This is an optimization exercise on Yosys and OpenROAD, whose aim is small area, a short achievable clock period and few clock cycles, not a production implementation. Where RTL was checked, it was by simulation tests only, not by an equivalence proof against the original. No activity file was given, so power comes from the tool's default toggle rates.

==> flow/design.v <==
`timescale 1ns / 1ps
module filtering(
    output reg [7:0] out,
    output reg out_valid,
    output reg [15:0] addr_edge,
    output reg finished,
    output reg [15:0] addr_im,
    input  [7:0] dout_im,
    input start,
    input rst,
    input clk
    );
   localparam M = 8;
   reg [7:0] px [0:2*M];
   integer i;
   wire [7:0] pa = px[2*M];
   wire [7:0] pb = px[M];
   wire [7:0] pc = px[0];
   wire [7:0] npc = ~pc;
   reg [8:0] lr, rr, er;      
   reg [8:0] lr1, rr1;        
   reg [9:0] xs, ys;          
   reg [10:0] us, vs;         
   wire [8:0] nrr1 = ~rr1;
   wire [8:0] nrr  = ~rr;
   always @(posedge clk) begin
      px[0] <= dout_im;
      for (i = 1; i <= 2*M; i = i + 1) px[i] <= px[i-1];
      lr  <= pa + pb;
      rr  <= pb + pc;
      er  <= pa + npc;
      lr1 <= lr;
      rr1 <= rr;
      xs  <= lr1 + er;
      ys  <= er + nrr1;
      us  <= xs + nrr;
      vs  <= ys + lr;
   end
   wire edge_hit = (us >= 11'd866) || (us <= 11'd666) || (vs >= 11'd866) || (vs <= 11'd666);
   reg       pend;           
   reg       run;
   reg [2:0] j;
   reg [7:0] x;
   reg       j7;             
   reg       xe;             
   reg       s0;             
   reg       fv, fl;         
   reg       fj1, fj2, fs;   
   wire [7:0] klo = fv ? 8'd222 : (fj1 ? (fs ? 8'd35 : 8'd205) : 8'd0);
   wire [8:0] ae_lo = {1'b0, addr_edge[7:0]} + {1'b0, klo};
   wire [7:0] ae_hi_inc = addr_edge[15:8] + 8'd1;
   wire [7:0] ae_hi_jmp = addr_edge[15:8] + (fs ? 8'd255 : 8'd250);
   always @(posedge clk) begin
      if (rst) begin
         pend <= 0;
         run <= 0;
         fv <= 0;
         fl <= 0;
         out_valid <= 0;
         finished <= 0;
      end else begin
         pend <= start && !run && !pend;
         if (start && !run && !pend) finished <= 0;
         if (pend) run <= 1;
         fv <= run && ((j >= 5 && x >= 2) || (j <= 2 && (x >= 3 || (x == 0 && !s0))));
         fl <= run && addr_im == 16'd50176;
         out_valid <= fv;
         if (fl) begin
            finished <= 1;
            run <= 0;
         end
      end
   end
   always @(posedge clk) begin
      if (pend) begin
         addr_im <= 0;
         j <= 0;
         j7 <= 0;
         x <= 0;
         xe <= 0;
         s0 <= 1;
         addr_edge <= 16'hFFFF;
      end else begin
         if (run) begin
            j <= j + 1;
            j7 <= j == 6;
            xe <= x == 223;
            if (j7) begin
               x <= x + 1;
               if (xe) begin
                  x <= 0;
                  s0 <= 0;
                  addr_im <= addr_im - 16'd447;
               end else
                  addr_im <= addr_im - 16'd1567;
            end else
               addr_im <= addr_im + 16'd224;
         end
         addr_edge[7:0] <= ae_lo[7:0];
         if (fj2)
            addr_edge[15:8] <= ae_hi_jmp;
         else if (ae_lo[8])
            addr_edge[15:8] <= ae_hi_inc;
      end
      fj1 <= run && j == 3 && x >= 2;
      fj2 <= run && j == 4 && x >= 2;
      fs <= x == 2;
      out <= edge_hit ? 8'd0 : 8'd255;
   end
endmodule
==> flow/config.mk <==
export PLATFORM = sky130hd
export DESIGN_NAME = filtering
export DESIGN_NICKNAME = filtering
export VERILOG_FILES = /design/flow/design.v
export SDC_FILE = /design/flow/constraint.sdc
export NUM_CORES = 4
export LEC_CHECK = 0
export CAP_MARGIN = 20
export CORE_MARGIN = 2
export CORE_UTILIZATION = 40
export SETUP_SLACK_MARGIN = 2.3
export SLEW_MARGIN = 20
==> flow/constraint.sdc <==
create_clock -name core_clock -period 4.5 [get_ports {clk}]
set_input_delay 0.9000 -clock core_clock [delete_from_list [all_inputs] [get_ports {clk}]]
set_output_delay 0.9000 -clock core_clock [all_outputs]
set_load 0.01 [all_outputs]
run.sh (not shown) runs the stock make flow with config.mk's settings and CLKGATE_MAP_FILE= SYNTH_SCRIPT=/design/flow/synth_recipe.tcl, a recipe that flattens the netlist after the stock synthesis.
Then changed:
--- a/flow/design.v
+++ b/flow/design.v
@@ -44,12 +44,11 @@
    reg       j7;             
    reg       xe;             
    reg       s0;             
-   reg       fv, fl;         
-   reg       fj1, fj2, fs;   
-   wire [7:0] klo = fv ? 8'd222 : (fj1 ? (fs ? 8'd35 : 8'd205) : 8'd0);
-   wire [8:0] ae_lo = {1'b0, addr_edge[7:0]} + {1'b0, klo};
-   wire [7:0] ae_hi_inc = addr_edge[15:8] + 8'd1;
-   wire [7:0] ae_hi_jmp = addr_edge[15:8] + (fs ? 8'd255 : 8'd250);
+   reg       fv, fj, fx, fl;  
+   wire [15:0] de = fj ? (fx ? 16'd1 : -16'd1109) : 16'd222;
+   wire [8:0]  ae_lo  = {1'b0, addr_edge[7:0]} + {1'b0, de[7:0]};
+   wire [7:0]  ae_hi0 = addr_edge[15:8] + de[15:8];
+   wire [7:0]  ae_hi1 = addr_edge[15:8] + de[15:8] + 8'd1;
    always @(posedge clk) begin
       if (rst) begin
          pend <= 0;
@@ -96,15 +95,11 @@
             end else
                addr_im <= addr_im + 16'd224;
          end
-         addr_edge[7:0] <= ae_lo[7:0];
-         if (fj2)
-            addr_edge[15:8] <= ae_hi_jmp;
-         else if (ae_lo[8])
-            addr_edge[15:8] <= ae_hi_inc;
+         if (fv)
+            addr_edge <= {ae_lo[8] ? ae_hi1 : ae_hi0, ae_lo[7:0]};
       end
-      fj1 <= run && j == 3 && x >= 2;
-      fj2 <= run && j == 4 && x >= 2;
-      fs <= x == 2;
+      fj <= j == 5;
+      fx <= x == 2;
       out <= edge_hit ? 8'd0 : 8'd255;
    end
 endmodule
After rerunning: Cell count goes up by 4.4%; hold slack barely changes; cell area goes up by 3.1%; clock-buffer cell count goes up by 1; combinational power goes down by 25%; worst setup slack loses 0.58 ns; sequential power goes down by about 4%; synthesized area goes up by 1.2%; non-clock buffer count goes up by 13.
No run of this note included a check of the RTL's function; only the layout flow was run.


Another version of the RTL of filtering (not shown whole).
Size: roughly 270 flip-flops, roughly 53 I/O pins, ~11000 sq um of cells after synthesis.
// filtering
module filtering(
    output reg [7:0] out,
    output reg out_valid,
    output reg [15:0] addr_edge,
    output reg finished,
    output reg [15:0] addr_im,
    input  [7:0] dout_im,
    input start,
    input rst,
    input clk
    );
   localparam M = 8;
   reg [7:0] px [1:2*M];
   integer i;
   wire [7:0] pa = px[2*M];
   wire [7:0] pb = px[M];
   wire [7:0] pc = dout_im;
   wire [7:0] npc = ~pc;
   reg [8:0] lr, rr, er;      
   reg [8:0] lr1, rr1;        
   reg [9:0] xs, ys;          
   wire [8:0] nrr1 = ~rr1;
   wire [8:0] nrr  = ~rr;
   always @(posedge clk) begin
      px[1] <= dout_im;
      for (i = 2; i <= 2*M; i = i + 1) px[i] <= px[i-1];
      lr  <= pa + pb;
      rr  <= pb + pc;
      er  <= pa + npc;
      lr1 <= lr;
      rr1 <= rr;
      xs  <= lr1 + er;
      ys  <= er + nrr1;
   end
   reg [10:0] us, vs;         
   always @(posedge clk) begin
      us <= xs + nrr;
      vs <= ys + lr;
   end
   wire edge_hit = (us >= 11'd866) || (us <= 11'd666) || (vs >= 11'd866) || (vs <= 11'd666);
   reg       pend;           
   reg       run;
   reg [2:0] j;
   reg [2:0] xh;
   wire [4:0] xl = addr_im[4:0];
   reg       j7;             
  ...
==> module filtering, before the edit <==
module filtering(
    output reg [7:0] out,
    output reg out_valid,
    output reg [15:0] addr_edge,
    output reg finished,
    output reg [15:0] addr_im,
    input  [7:0] dout_im,
    input start,
    input rst,
    input clk
    );
   localparam M = 8;
   reg [7:0] px [1:2*M];
   integer i;
   wire [7:0] pa = px[2*M];
   wire [7:0] pb = px[M];
   wire [7:0] pc = dout_im;
   wire [7:0] npc = ~pc;
   reg [8:0] lr, rr, er;      
   reg [8:0] lr1, rr1;        
   reg [9:0] xs, ys;          
   wire [8:0] nrr1 = ~rr1;
   wire [8:0] nrr  = ~rr;
   always @(posedge clk) begin
      px[1] <= dout_im;
      for (i = 2; i <= 2*M; i = i + 1) px[i] <= px[i-1];
      lr  <= pa + pb;
      rr  <= pb + pc;
      er  <= pa + npc;
      lr1 <= lr;
      rr1 <= rr;
      xs  <= lr1 + er;
      ys  <= er + nrr1;
   end
   reg [10:0] us, vs;         
   always @(posedge clk) begin
      us <= xs + nrr;
      vs <= ys + lr;
   end
   wire edge_hit = (us >= 11'd866) || (us <= 11'd666) || (vs >= 11'd866) || (vs <= 11'd666);
   reg       pend;           
   reg       run;
   reg [2:0] j;
   reg [2:0] xh;
   wire [4:0] xl = addr_im[4:0];
   reg       j7;             
   reg       xe;             
   reg       s0;             
   reg       fv, fl;         
   wire x_ge2 = xh != 0 || xl >= 2;
   wire x_ge3 = xh != 0 || xl >= 3;
   wire x_0   = xh == 0 && xl == 0;
   wire x_2   = xh == 0 && xl == 2;
   reg       fj1, fj2, fs;   
   wire [8:0] ae_222 = {1'b0, addr_edge[7:0]} + 9'd222;
   wire [8:0] ae_35  = {1'b0, addr_edge[7:0]} + 9'd35;
   wire [8:0] ae_205 = {1'b0, addr_edge[7:0]} + 9'd205;
   wire [8:0] ae_lo  = fv ? ae_222 : (fj1 ? (fs ? ae_35 : ae_205) : {1'b0, addr_edge[7:0]});
   wire [7:0] ae_hi_inc = addr_edge[15:8] + 8'd1;
   wire [7:0] ae_hi_jmp = addr_edge[15:8] + (fs ? 8'd255 : 8'd250);
   always @(posedge clk) begin
      if (rst) begin
         pend <= 0;
         run <= 0;
         fv <= 0;
         fl <= 0;
         out_valid <= 0;
         finished <= 0;
      end else begin
         pend <= start && !run && !pend;
         if (start && !run && !pend) finished <= 0;
         if (pend) run <= 1;
         fv <= run && ((j >= 4 && x_ge2) || (j <= 1 && (x_ge3 || (x_0 && !s0))));
         fl <= run && j == 1 && addr_im == 16'd49952;
         out_valid <= fv;
         if (fl) begin
            finished <= 1;
            run <= 0;
         end
      end
   end
   always @(posedge clk) begin
      if (pend) begin
         addr_im <= 0;
         j <= 0;
         j7 <= 0;
         xh <= 0;
         xe <= 0;
         s0 <= 1;
         addr_edge <= 16'hFFFF;
      end else begin
         if (run) begin
            j <= j + 1;
            j7 <= j == 6;
            xe <= xh == 6 && xl == 31;
            if (j7) begin
               if (xe)
                  addr_im <= addr_im - 16'd447;
               else
                  addr_im <= addr_im - 16'd1567;
            end else
               addr_im <= addr_im + 16'd224;
            if (j7) begin
               if (xe) begin
                  xh <= 0;
                  s0 <= 0;
               end else if (xl == 31)
                  xh <= xh + 1;
            end
         end
         addr_edge[7:0] <= ae_lo[7:0];
         if (fj2)
            addr_edge[15:8] <= ae_hi_jmp;
         else if (ae_lo[8])
            addr_edge[15:8] <= ae_hi_inc;
      end
      fj1 <= run && j == 2 && x_ge2;
      fj2 <= run && j == 3 && x_ge2;
      fs <= x_2;
      out <= edge_hit ? 8'd0 : 8'd255;
   end
endmodule
Settings: LEC_CHECK=0, ABC_AREA=1, CAP_MARGIN=20, CORE_MARGIN=2, CORE_UTILIZATION=60, CTS_CLUSTER_DIAMETER=50, CTS_CLUSTER_SIZE=30, SETUP_SLACK_MARGIN=2.5, SLEW_MARGIN=20; clock period 4.5 ns.
standard.sh (not shown) runs the stock make flow with config.mk's settings and CLKGATE_MAP_FILE= SYNTH_SCRIPT=/design/flow/synth_recipe.tcl, a recipe that flattens the netlist after the stock synthesis.
==> flow/flow/run.sh <==
#!/bin/bash
# The standard layout (standard.sh), with the port buffers that
# global placement inserts made from buf_2 cells instead of the
# resizer's default choice. Each tool's output goes to standard.log;
# ORFS keeps its per-step logs under orfs/logs.
set -euo pipefail
bash standard.sh BUFFER_PORTS_ARGS="-buffer_cell sky130_fd_sc_hd__buf_2" finish > standard.log 2>&1
Testbench counts at the start, summed over its fixed seeds: cycles 795,708.
Rerun with:
--- a/flow/design.v
+++ b/flow/design.v
@@ -31,16 +31,15 @@
       lr1 <= lr;
       rr1 <= rr;
       xs  <= lr1 + er;
       ys  <= er + nrr1;
    end
-   reg [10:0] us, vs;         
-   always @(posedge clk) begin
-      us <= xs + nrr;
-      vs <= ys + lr;
-   end
-   wire edge_hit = (us >= 11'd866) || (us <= 11'd666) || (vs >= 11'd866) || (vs <= 11'd666);
+   wire [11:0] u_hi = xs + nrr + 12'd1182;    
+   wire [11:0] u_lo = xs + nrr + 12'd1381;    
+   wire [11:0] v_hi = ys + lr + 12'd1182;
+   wire [11:0] v_lo = ys + lr + 12'd1381;
+   wire edge_hit = u_hi[11] || !u_lo[11] || v_hi[11] || !v_lo[11];
    reg       pend;           
    reg       run;
    reg [2:0] j;
    reg [2:0] xh;
    wire [4:0] xl = addr_im[4:0];
@@ -69,12 +68,12 @@
          finished <= 0;
       end else begin
          pend <= start && !run && !pend;
          if (start && !run && !pend) finished <= 0;
          if (pend) run <= 1;
-         fv <= run && ((j >= 4 && x_ge2) || (j <= 1 && (x_ge3 || (x_0 && !s0))));
-         fl <= run && j == 1 && addr_im == 16'd49952;
+         fv <= run && ((j >= 3 && x_ge2) || (j == 0 && (x_ge3 || (x_0 && !s0))));
+         fl <= run && j == 0 && addr_im == 16'd49728;
          out_valid <= fv;
          if (fl) begin
             finished <= 1;
             run <= 0;
          end
@@ -113,11 +112,11 @@
          if (fj2)
             addr_edge[15:8] <= ae_hi_jmp;
          else if (ae_lo[8])
             addr_edge[15:8] <= ae_hi_inc;
       end
-      fj1 <= run && j == 2 && x_ge2;
-      fj2 <= run && j == 3 && x_ge2;
+      fj1 <= run && j == 1 && x_ge2;
+      fj2 <= run && j == 2 && x_ge2;
       fs <= x_2;
       out <= edge_hit ? 8'd0 : 8'd255;
    end
 endmodule
Clock-buffer cell count went down by 6.
Fmax barely changes.
Synthesized area decreases by 4.7%.
Routed wire length shrinks by 3.8%.
Worst setup slack barely changes.
Utilization is higher by 1.4 points.
Via count shrinks by 2.0%.
Non-clock buffer count increases by 8.
Total power goes down by 2.1%.
Clock power came out lower by about 6%.
Die area shrinks by 4.5%.
Design area fell by 2.5%.
Sequential share of layout area came out lower by 2.8 points.
Sequential power went down by 13%.
Testbench counts after the change, summed over its fixed seeds: cycles 795,696.


Another version of the RTL of filtering (not shown whole).
For scale: roughly 900 cells after synthesis, ~53 I/O pins, ~9600 um^2 of cells after synthesis.
==> module filtering, before the edit <==
module filtering(
    output reg [7:0] out,
    output reg out_valid,
    output reg [15:0] addr_edge,
    output reg finished,
    output reg [15:0] addr_im,
    input  [7:0] dout_im,
    input start,
    input rst,
    input clk
    );
   localparam M = 8;
   reg [7:0] px [0:2*M];
   integer i;
   wire [7:0] pa = px[2*M];
   wire [7:0] pb = px[M];
   wire [7:0] pc = px[0];
   wire [7:0] npc = ~pc;
   reg [8:0] lr, rr, er;      
   reg [8:0] lr1, rr1;        
   reg [9:0] xs, ys;          
   wire [8:0] nrr1 = ~rr1;
   wire [8:0] nrr  = ~rr;
   always @(posedge clk) begin
      px[0] <= dout_im;
      for (i = 1; i <= 2*M; i = i + 1) px[i] <= px[i-1];
      lr  <= pa + pb;
      rr  <= pb + pc;
      er  <= pa + npc;
      lr1 <= lr;
      rr1 <= rr;
      xs  <= lr1 + er;
      ys  <= er + nrr1;
   end
   wire [10:0] us = xs + nrr;   
   wire [10:0] vs = ys + lr;    
   wire edge_hit = (us >= 11'd866) || (us <= 11'd666) || (vs >= 11'd866) || (vs <= 11'd666);
   reg       pend;           
   reg       run;
   reg [2:0] j;
   reg [7:0] x;
   reg       j7;             
   reg       xe;             
   reg       s0;             
   reg       fv, fl;         
   reg       fj1, fj2, fs;   
   wire [7:0] klo = fv ? 8'd222 : (fj1 ? (fs ? 8'd35 : 8'd205) : 8'd0);
   wire [8:0] ae_lo = {1'b0, addr_edge[7:0]} + {1'b0, klo};
   wire [7:0] ae_hi_inc = addr_edge[15:8] + 8'd1;
   wire [7:0] ae_hi_jmp = addr_edge[15:8] + (fs ? 8'd255 : 8'd250);
   always @(posedge clk) begin
      if (rst) begin
         pend <= 0;
         run <= 0;
         fv <= 0;
         fl <= 0;
         out_valid <= 0;
         finished <= 0;
      end else begin
         pend <= start && !run && !pend;
         if (start && !run && !pend) finished <= 0;
         if (pend) run <= 1;
         fv <= run && ((j >= 4 && x >= 2) || (j <= 1 && (x >= 3 || (x == 0 && !s0))));
         fl <= run && j == 1 && addr_im == 16'd49952;
         out_valid <= fv;
         if (fl) begin
            finished <= 1;
            run <= 0;
         end
      end
   end
   always @(posedge clk) begin
      if (pend) begin
         addr_im <= 0;
         j <= 0;
         j7 <= 0;
         x <= 0;
         xe <= 0;
         s0 <= 1;
         addr_edge <= 16'hFFFF;
      end else begin
         if (run) begin
            j <= j + 1;
            j7 <= j == 6;
            xe <= x == 223;
            if (j7) begin
               x <= x + 1;
               if (xe) begin
                  x <= 0;
                  s0 <= 0;
                  addr_im <= addr_im - 16'd447;
               end else
                  addr_im <= addr_im - 16'd1567;
            end else
               addr_im <= addr_im + 16'd224;
         end
         addr_edge[7:0] <= ae_lo[7:0];
         if (fj2)
            addr_edge[15:8] <= ae_hi_jmp;
         else if (ae_lo[8])
            addr_edge[15:8] <= ae_hi_inc;
      end
      fj1 <= run && j == 2 && x >= 2;
      fj2 <= run && j == 3 && x >= 2;
      fs <= x == 2;
      out <= edge_hit ? 8'd0 : 8'd255;
   end
endmodule
==> flow/config.mk <==
export PLATFORM = sky130hd
export DESIGN_NAME = filtering
export DESIGN_NICKNAME = filtering
export VERILOG_FILES = /design/flow/design.v
export SDC_FILE = /design/flow/constraint.sdc
export NUM_CORES = 4
export LEC_CHECK = 0
export CAP_MARGIN = 20
export CORE_MARGIN = 2
export CORE_UTILIZATION = 40
export CTS_CLUSTER_DIAMETER = 60
export CTS_CLUSTER_SIZE = 40
export SETUP_SLACK_MARGIN = 2.3
export SLEW_MARGIN = 20
==> flow/constraint.sdc <==
create_clock -name core_clock -period 4.5 [get_ports {clk}]
set_input_delay 0.9000 -clock core_clock [delete_from_list [all_inputs] [get_ports {clk}]]
set_output_delay 0.9000 -clock core_clock [all_outputs]
set_load 0.01 [all_outputs]
run.sh (not shown) runs the stock make flow with config.mk's settings and CLKGATE_MAP_FILE= SYNTH_SCRIPT=/design/flow/synth_recipe.tcl, a recipe that flattens the netlist after the stock synthesis.
Stock flow here: none of the scripts above is used.
Rerun with:
==> flow/design.v (replaced) <==
`timescale 1ns / 1ps
module filtering(
    output reg [7:0] out,
    output reg out_valid,
    output reg [15:0] addr_edge,
    output reg finished,
    output reg [15:0] addr_im,
    input  [7:0] dout_im,
    input start,
    input rst,
    input clk
    );
   localparam M = 8;
   reg [7:0] px [1:2*M];
   integer i;
   wire [7:0] pa = px[2*M];
   wire [7:0] pb = px[M];
   wire [7:0] pc = dout_im;
   wire [7:0] npc = ~pc;
   reg [8:0] lr, rr, er;      
   reg [8:0] lr1, rr1;        
   reg [9:0] xs, ys;          
   wire [8:0] nrr1 = ~rr1;
   wire [8:0] nrr  = ~rr;
   always @(posedge clk) begin
      px[1] <= dout_im;
      for (i = 2; i <= 2*M; i = i + 1) px[i] <= px[i-1];
      lr  <= pa + pb;
      rr  <= pb + pc;
      er  <= pa + npc;
      lr1 <= lr;
      rr1 <= rr;
      xs  <= lr1 + er;
      ys  <= er + nrr1;
   end
   wire [11:0] u_hi = xs + nrr + 12'd1182;    
   wire [11:0] u_lo = xs + nrr + 12'd1381;    
   wire [11:0] v_hi = ys + lr + 12'd1182;
   wire [11:0] v_lo = ys + lr + 12'd1381;
   wire edge_hit = u_hi[11] || !u_lo[11] || v_hi[11] || !v_lo[11];
   reg       pend;           
   reg       run;
   reg [2:0] j;
   reg [2:0] xh;
   wire [4:0] xl = addr_im[4:0];
   reg       j7;             
   reg       xe;             
   reg       s0;             
   reg       fv, fl;         
   wire x_ge2 = xh != 0 || xl >= 2;
   wire x_ge3 = xh != 0 || xl >= 3;
   wire x_0   = xh == 0 && xl == 0;
   wire x_2   = xh == 0 && xl == 2;
   reg       fj1, fj2, fs;   
   wire [7:0] klo = fv ? 8'd222 : (fj1 ? (fs ? 8'd35 : 8'd205) : 8'd0);
   wire [4:0] ae_n0  = {1'b0, addr_edge[3:0]} + {1'b0, klo[3:0]};
   wire [4:0] ae_n1a = {1'b0, addr_edge[7:4]} + {1'b0, klo[7:4]};
   wire [4:0] ae_n1b = {1'b0, addr_edge[7:4]} + {1'b0, klo[7:4]} + 5'd1;
   wire [8:0] ae_lo  = {ae_n0[4] ? ae_n1b : ae_n1a, ae_n0[3:0]};
   wire [7:0] ae_hi_inc = addr_edge[15:8] + 8'd1;
   wire [7:0] ae_hi_jmp = addr_edge[15:8] + (fs ? 8'd255 : 8'd250);
   always @(posedge clk) begin
      if (rst) begin
         pend <= 0;
         run <= 0;
         fv <= 0;
         fl <= 0;
         out_valid <= 0;
         finished <= 0;
      end else begin
         pend <= start && !run && !pend;
         if (start && !run && !pend) finished <= 0;
         if (pend) run <= 1;
         fv <= run && ((j >= 3 && x_ge2) || (j == 0 && (x_ge3 || (x_0 && !s0))));
         fl <= run && j == 0 && addr_im == 16'd49728;
         out_valid <= fv;
         if (fl) begin
            finished <= 1;
            run <= 0;
         end
      end
   end
   always @(posedge clk) begin
      if (pend) begin
         addr_im <= 0;
         j <= 0;
         j7 <= 0;
         xh <= 0;
         xe <= 0;
         s0 <= 1;
         addr_edge <= 16'hFFFF;
      end else begin
         if (run) begin
            j <= j + 1;
            j7 <= j == 6;
            xe <= xh == 6 && xl == 31;
            if (j7) begin
               if (xe)
                  addr_im <= addr_im - 16'd447;
               else
                  addr_im <= addr_im - 16'd1567;
            end else
               addr_im <= addr_im + 16'd224;
            if (j7) begin
               if (xe) begin
                  xh <= 0;
                  s0 <= 0;
               end else if (xl == 31)
                  xh <= xh + 1;
            end
         end
         addr_edge[7:0] <= ae_lo[7:0];
         if (fj2)
            addr_edge[15:8] <= ae_hi_jmp;
         else if (ae_lo[8])
            addr_edge[15:8] <= ae_hi_inc;
      end
      fj1 <= run && j == 1 && x_ge2;
      fj2 <= run && j == 2 && x_ge2;
      fs <= x_2;
      out <= edge_hit ? 8'd0 : 8'd255;
   end
endmodule
What happened: The changed run finished clean; area after synthesis decreases by 3.1%; total power decreases by 13%; final area decreases by 1.8%; via count decreases by 1.1%; count of clock-buffer cells in the layout decreases by 3; non-clock buffer count increases by 3; hold slack hardly moves; die area decreases by 3.0%; clock skew is about the same.
Function was not checked in any run of this note: the RTL went through the layout flow alone.

## afterwards: timing with drivers on the ports
No port has a modelled driver above. Below, the same layouts with a new extraction and two added sets of constraints. Step 1 assumes that a clkbuf_16 drives the clock port and a buf_2 every other input. Step 2 adds t to the input delays and takes it off the output delays; t is the mean of the earliest and latest rising clock arrival at the registers after step 1. Input paths then give back, and output paths get back, about the clock's delay inside the block. Slacks: ideal / step 1 / step 2; pairs: ideal / step 1.
run | t (ns) | slack for setup (ns) | latest minus earliest clock arrival (ns) | worst slew at a driven data input, ns | cell pins on the clock port's net
the first run of note 1 | 0.577 | 2.306 / 2.306 / 2.306 | 0.012 / 0.011 | 0.03 | 1
the second run of note 1 | 0.592 | 1.730 / 1.730 / 1.730 | 0.019 / 0.018 | 0.03 | 1
the first run of note 2 | 0.574 | 2.518 / 2.471 / 2.114 | 0.026 / 0.025 | 0.03 | 1
the second run of note 2 | 0.553 | 2.519 / 2.475 / 2.062 | 0.029 / 0.029 | 0.03 | 1
the first run of note 3 | 0.548 | 2.113 / 2.113 / 2.113 | 0.029 / 0.030 | 0.03 | 1
the second run of note 3 | 0.537 | 2.077 / 2.077 / 1.833 | 0.032 / 0.032 | 0.07 | 1
After both steps setup and hold are still met in every run listed. The setup slack of the second run of note 2, which loses most, moves by -0.044 ns with the drivers and by -0.457 ns with both steps.
